Background: an optimization exercise with open tools, aiming at small area. Do not read the settings as production practice. Only simulation tests tie the RTL to the original design; equivalence was not proved. Power is estimated from default activity; no workload was simulated.

## north
// Piano
module Piano(
	input clk,
	input reset,
	input sw1,
	input sw2,
	input sw3,
	input sw4,
	input sw5,
	input sw6,
	input sw7,
	input btn1,
	input btn2,
	input btn3,
	input btn4,
	output sound
	);
Settings: LEC_CHECK=0, CAP_MARGIN=20, CORE_MARGIN=2, CORE_UTILIZATION=55, CTS_BUF_LIST=sky130_fd_sc_hd__clkbuf_4 sky130_fd_sc_hd__clkbuf_8, CTS_CLUSTER_DIAMETER=50, CTS_CLUSTER_SIZE=16, SLEW_MARGIN=20; clock period 6.0 ns.
standard.sh (not shown) runs the stock make flow with config.mk's settings and CLKGATE_MAP_FILE= SYNTH_SCRIPT=/design/flow/synth_recipe.tcl, a recipe that flattens the netlist after the stock synthesis.
==> flow/flow/run.sh <==
#!/bin/bash
# Own flow: the standard layout (standard.sh, unchanged synthesis), with two CTS and
# port-buffer options that ORFS only takes from the environment:
#  - clock tree from clkbuf_4/clkbuf_8 with sink clusters of 16 within 50 um, and no dummy
#    loads (cells CTS adds only to balance the tree's load)
#  - port buffers of the smallest buffer, buf_1
# Each tool's output goes to standard.log here; ORFS's own logs stay under orfs/logs.
set -euo pipefail
export CTS_ARGS="-sink_clustering_enable -repair_clock_nets -sink_clustering_size 10 -sink_clustering_max_diameter 35 -buf_list {sky130_fd_sc_hd__clkbuf_2 sky130_fd_sc_hd__clkbuf_4} -dont_use_dummy_load"
export BUFFER_PORTS_ARGS="-buffer_cell sky130_fd_sc_hd__buf_1"
bash standard.sh > standard.log 2>&1
[inputs] south vs north
--- a/flow/design.v
+++ b/flow/design.v
@@ -284,30 +284,20 @@
 		wC6 <= done & (wC6 ^ (tc2 & tc11939));
 	reg wCS6;  
 	always @(posedge clk)
 		wCS6 <= done & (wCS6 ^ (tc22543));
 	reg wD6;  
 	always @(posedge clk)
 		wD6 <= done & (wD6 ^ (tc21277));
 	reg wDS6;  
 	always @(posedge clk)
 		wDS6 <= done & (wDS6 ^ (tc20081));
 	wire [6:0] sw = {sw7, sw6, sw5, sw4, sw3, sw2, sw1};
 	wire [3:0] btn = {btn4, btn3, btn2, btn1};
-	wire [6:0] sw_a, sw_m;
-	assign sw_a[0] = sw[0]; assign sw_m[0] = 1'b0;
-	genvar gi;
-	generate for (gi = 1; gi < 7; gi = gi + 1) begin : sw_scan
-		assign sw_a[gi] = sw_a[gi-1] | sw[gi];
-		assign sw_m[gi] = sw_m[gi-1] | (sw_a[gi-1] & sw[gi]);
-	end endgenerate
-	wire sw_one = sw_a[6] & ~sw_m[6];
-	wire btn_one = (btn == 4'b0001) | (btn == 4'b0010) | (btn == 4'b0100) | (btn == 4'b1000);
+	wire sw_one = ~(|(sw[6:1] & sw[5:0]) | (sw[0] & |sw[6:2]) | (sw[1] & |sw[6:3]) | (sw[2] & |sw[6:4]) | (sw[3] & |sw[6:5]) | (sw[4] & sw[6]));
+	wire btn_one = ~((btn[0] & (btn[1] | btn[2] | btn[3])) | (btn[1] & (btn[2] | btn[3])) | (btn[2] & btn[3]));
 	assign sound = done & sw_one & btn_one & (
-		(sw1 & ((btn1 & wC4) | (btn2 & wCS4) | (btn3 & wD4) | (btn4 & wDS4))) |
-		(sw2 & ((btn1 & wE4) | (btn2 & wF4) | (btn3 & wFS4) | (btn4 & wG4))) |
-		(sw3 & ((btn1 & wGS4) | (btn2 & wA4) | (btn3 & wAS4) | (btn4 & wB4))) |
-		(sw4 & ((btn1 & wC5) | (btn2 & wCS5) | (btn3 & wD5) | (btn4 & wDS5))) |
-		(sw5 & ((btn1 & wE5) | (btn2 & wF5) | (btn3 & wFS5) | (btn4 & wG5))) |
-		(sw6 & ((btn1 & wGS5) | (btn2 & wA5) | (btn3 & wAS5) | (btn4 & wB5))) |
-		(sw7 & ((btn1 & wC6) | (btn2 & wCS6) | (btn3 & wD6) | (btn4 & wDS6))));
+		(btn1 & ((sw1 & wC4) | (sw2 & wE4) | (sw3 & wGS4) | (sw4 & wC5) | (sw5 & wE5) | (sw6 & wGS5) | (sw7 & wC6))) |
+		(btn2 & ((sw1 & wCS4) | (sw2 & wF4) | (sw3 & wA4) | (sw4 & wCS5) | (sw5 & wF5) | (sw6 & wA5) | (sw7 & wCS6))) |
+		(btn3 & ((sw1 & wD4) | (sw2 & wFS4) | (sw3 & wAS4) | (sw4 & wD5) | (sw5 & wFS5) | (sw6 & wAS5) | (sw7 & wD6))) |
+		(btn4 & ((sw1 & wDS4) | (sw2 & wG4) | (sw3 & wB4) | (sw4 & wDS5) | (sw5 & wG5) | (sw6 & wB5) | (sw7 & wDS6))));
 endmodule
==> run notes <==
south vs. north: register area share after synthesis grew by 0.59 points, detailed route wirelength on metal3 down about 13%, final clock period utilization by the worst path now sits lower, fmax higher.
On south: setup slack is 20 ps higher than what north gave.
Across both runs, count of clock-buffer cells in the layout was lower for south than for north.
north -> south: total clock buffers created by CTS decreased by a few percent
NOTE: vertical die dimension in south falls short of that of north
Compared with north, south shows a lower synthesized net count.
Going from north to south, final standard cell area without fillers shrank slightly.
On total power, south tracks north almost exactly.

[static timing again, ports no longer ideal]
Ports are ideal in the flow. The routed layouts listed here were re-timed in OpenROAD. Step 1, drivers: a clkbuf_16 drives clk and a buf_2 each remaining input, both assumed. Step 2, shift: input delay + t, output delay - t, t = (earliest + latest rising clock arrival at the registers) / 2. This alone moves slack from input paths to output paths. Three values: ideal ports, drivers, drivers and shift; two values: the first two.
run	shift t [ns]	setup WS [ns]	clock arrival spread, ns	worst register clock-pin slew, ns	cell pins on the clock port's net
north	0.647	2.207 / 2.141 / 2.141	0.057 / 0.057	0.10 / 0.10	1
south	0.662	2.227 / 2.205 / 2.205	0.053 / 0.053	0.11 / 0.11	1
After both steps setup and hold are still met in every run listed. For north, which loses most, drivers alone change the setup slack by -0.066 ns; drivers and shift together by -0.066 ns.
